Context: an optimization exercise on an open-source flow, tuned for small area and a short achievable clock period. The choices shown serve that exercise and are no tape-out recipe.
In this exercise RTL edits were held to simulation tests only and were not proved equivalent to the original.

## Dot_product
module Dot_product(in, clk, reset, en, out, sel, done, ready);
Size in the first run: about 2,400 cells after synthesis.
export LEC_CHECK = 0
export CAP_MARGIN = 20
export CORE_MARGIN = 2
export CORE_UTILIZATION = 65
export CTS_BUF_LIST = sky130_fd_sc_hd__clkbuf_8
export SLEW_MARGIN = 20
export SYNTH_HIERARCHICAL = 1
export SYNTH_MINIMUM_KEEP_SIZE = 0
create_clock -name core_clock -period 27.0 [get_ports {clk}]
standard.sh (not shown) runs the stock make flow with config.mk's settings and CLKGATE_MAP_FILE= SYNTH_SCRIPT=/design/flow/synth_recipe.tcl, a recipe that flattens the netlist after the stock synthesis.
==> flow/flow/run.sh <==
#!/bin/bash
# Standard ORFS layout, with timing repair aimed below the achieved period
# (repair margin) and fast port buffers.  Each make run logs to its own file
# here; ORFS keeps every tool's log under orfs/logs/.
set -euo pipefail
bash standard.sh finish \
  SETUP_SLACK_MARGIN=18.7 \
  "BUFFER_PORTS_ARGS=-buffer_cell sky130_fd_sc_hd__buf_4" \
  > make_finish.log 2>&1
The first run completed with no timing, DRC or antenna violations.
Next try:
--- a/flow/flow/run.sh
+++ b/flow/flow/run.sh
@@ -7 +7 @@
-  SETUP_SLACK_MARGIN=18.7 \
+  SETUP_SLACK_MARGIN=18.5 \
=>
- setup slack improved by 12 ps
- non-clock buffer count went down by 71
- wire length fell by 1.5%
- synthesized area does not change
- global-route usage went down by 0.41 points
- via count goes down by 2.0%

========
Setup of run A:
Another version of the RTL of Dot_product (not shown whole).
For scale: ~2300 cells after synthesis, about 360 flip-flops, ~73 I/O pins, ~32000 um^2 of cells after synthesis.
export LEC_CHECK = 0
export CAP_MARGIN = 20
export CORE_MARGIN = 2
export CORE_UTILIZATION = 65
export CTS_BUF_LIST = sky130_fd_sc_hd__clkbuf_8
export SLEW_MARGIN = 20
export SYNTH_HIERARCHICAL = 1
export SYNTH_MINIMUM_KEEP_SIZE = 0
create_clock -name core_clock -period 27.0 [get_ports {clk}]
==> flow/flow/run.sh <==
#!/bin/bash
# Standard ORFS layout, with timing repair aimed below the achieved period
# (repair margin) and fast port buffers.  Each make run logs to its own file
# here; ORFS keeps every tool's log under orfs/logs/.
set -euo pipefail
bash standard.sh finish \
  SETUP_SLACK_MARGIN=18.5 \
  "BUFFER_PORTS_ARGS=-buffer_cell sky130_fd_sc_hd__buf_2" \
  > make_finish.log 2>&1
Inputs modified between run A and run B:
- CORE_UTILIZATION: 65 -> 78
--- a/flow/flow/run.sh
+++ b/flow/flow/run.sh
@@ -7,3 +7,3 @@
   SETUP_SLACK_MARGIN=18.5 \
-  "BUFFER_PORTS_ARGS=-buffer_cell sky130_fd_sc_hd__buf_2" \
+  "BUFFER_PORTS_ARGS=-buffer_cell sky130_fd_sc_hd__buf_4" \
   > make_finish.log 2>&1
- Of run A and run B, the run reporting the higher clock latency on the worst-skew pair was run B.
- The via count normalized by instance count number comes out lower for run A vs run B.
- Run B against run A: wire length after detailed routing increased 7.8%, global-route wire length before repair rose 8.0%, share of the clock period used by the worst path up 0.22 points.
- Run B vs. run A: timing-limited maximum frequency down about 0.7%, number of antenna violations at the first check in global routing has increased, met3 track demand over resource in global routing rose 13 points.
- Diff run A..run B | number of logic stages on the critical path including buffering | unchanged
#### Input delta (run C over run B)
- changing CORE_UTILIZATION from 78 to 65
--- a/flow/flow/run.sh
+++ b/flow/flow/run.sh
@@ -6,3 +6,3 @@
 bash standard.sh finish \
-  SETUP_SLACK_MARGIN=18.5 \
+  SETUP_SLACK_MARGIN=18.6 \
   "BUFFER_PORTS_ARGS=-buffer_cell sky130_fd_sc_hd__buf_4" \
Notes after the runs:
Compared with run B, wire length reported by the detailed router in run C decreased by a few percent. Vias: run C fewer than run B. Min total routing resource utilization after global routing across run B and run C: run C.

========
run 1:
Starting RTL as in the previous note.
clock: 27.0 ns
lec_check: 0
cap_margin: 20
core_margin: 2
core_utilization: 65
cts_buf_list: sky130_fd_sc_hd__clkbuf_8
cts_cluster_diameter: 60
cts_cluster_size: 16
slew_margin: 20
synth_hierarchical: 1
synth_minimum_keep_size: 0
==> flow/flow/run.sh <==
#!/bin/bash
# Standard ORFS layout, with timing repair aimed below the achieved period
# (repair margin) and fast port buffers.  Each make run logs to its own file
# here; ORFS keeps every tool's log under orfs/logs/.
set -euo pipefail
bash standard.sh finish \
  SETUP_SLACK_MARGIN=18.5 \
  "BUFFER_PORTS_ARGS=-buffer_cell sky130_fd_sc_hd__buf_4" \
  > make_finish.log 2>&1
Input changes introduced in run 2 (baseline for comparison: run 1):
- CTS_CLUSTER_DIAMETER removed (was 60)
- CTS_CLUSTER_SIZE removed (was 16)
Results
Between run 1 and run 2, final period utilization is higher for run 1, run 2 comes in under that. In the flow results for run 1 and run 2, the post-layout minimum cycle time is smaller on run 2. On core footprint, run 1 and run 2 are basically level.
Setup changes, run 2 to run 3
- CTS_CLUSTER_SIZE: unset -> 24
- CTS_CLUSTER_DIAMETER: unset -> 60
- CTS_BUF_LIST: sky130_fd_sc_hd__clkbuf_8 -> sky130_fd_sc_hd__clkbuf_16
==> run summary <==
Looking at the reports, run 2 completed the entire flow and the layout it produced met the timing, design-rule and antenna checks. Run 3: PASS, flow complete, no timing, DRC or antenna violations. The via total after detailed routing of run 3 was inferior to that of run 2. Run 3 gives more area overhead of the layout relative to synthesis than run 2 did. Comparing run 2 and run 3, smallest hold slack is lower on run 2. Run 3 packs its core more tightly than run 2.

-- static timing again, ports no longer ideal --
The flow's constraints put no driver on any port. The routed layouts listed below were extracted and timed again, unchanged, in two steps. Step 1: set_driving_cell puts a clkbuf_16 on clk and a buf_2 on each other input, an assumption about the parent block. Step 2 also shifts input and output timing later by t, the mid clock arrival at the registers, as if the neighbouring blocks saw the same clock. a / b / c = ideal / step 1 / step 2; a / b = the first two.
| run | shift t [ns] | setup slack, ns | hold slack, ns | worst setup path after step 2 | clock arrival spread, ns |
|---|---|---|---|---|---|
| the first run of note 1 | 0.732 | 18.529 / 18.498 / 17.767 | 0.510 / 0.510 / 0.510 | input to register | 0.058 / 0.059 |
| the second run of note 1 | 0.718 | 18.541 / 18.568 / 17.850 | 0.861 / 0.861 / 0.861 | input to register | 0.062 / 0.062 |
| run A | 0.738 | 18.495 / 18.508 / 17.770 | 0.507 / 0.507 / 0.507 | input to register | 0.037 / 0.037 |
| run B | 0.762 | 18.437 / 18.453 / 17.692 | 0.869 / 0.869 / 0.869 | input to register | 0.071 / 0.071 |
| run C | 0.750 | 18.549 / 18.552 / 17.802 | 0.514 / 0.514 / 0.514 | input to register | 0.070 / 0.071 |
| run 1 | 0.685 | 18.442 / 18.460 / 17.775 | 0.659 / 0.659 / 0.659 | input to register | 0.032 / 0.032 |
| run 2 | 0.739 | 18.540 / 18.543 / 17.804 | 0.654 / 0.654 / 0.654 | input to register | 0.061 / 0.060 |
| run 3 | 0.673 | 18.435 / 18.432 / 17.759 | 0.673 / 0.673 / 0.673 | input to register | 0.023 / 0.024 |
After both steps every run listed still meets setup and hold. The setup slack of the first run of note 1, which loses most, moves by -0.031 ns with the drivers and by -0.762 ns with both steps.
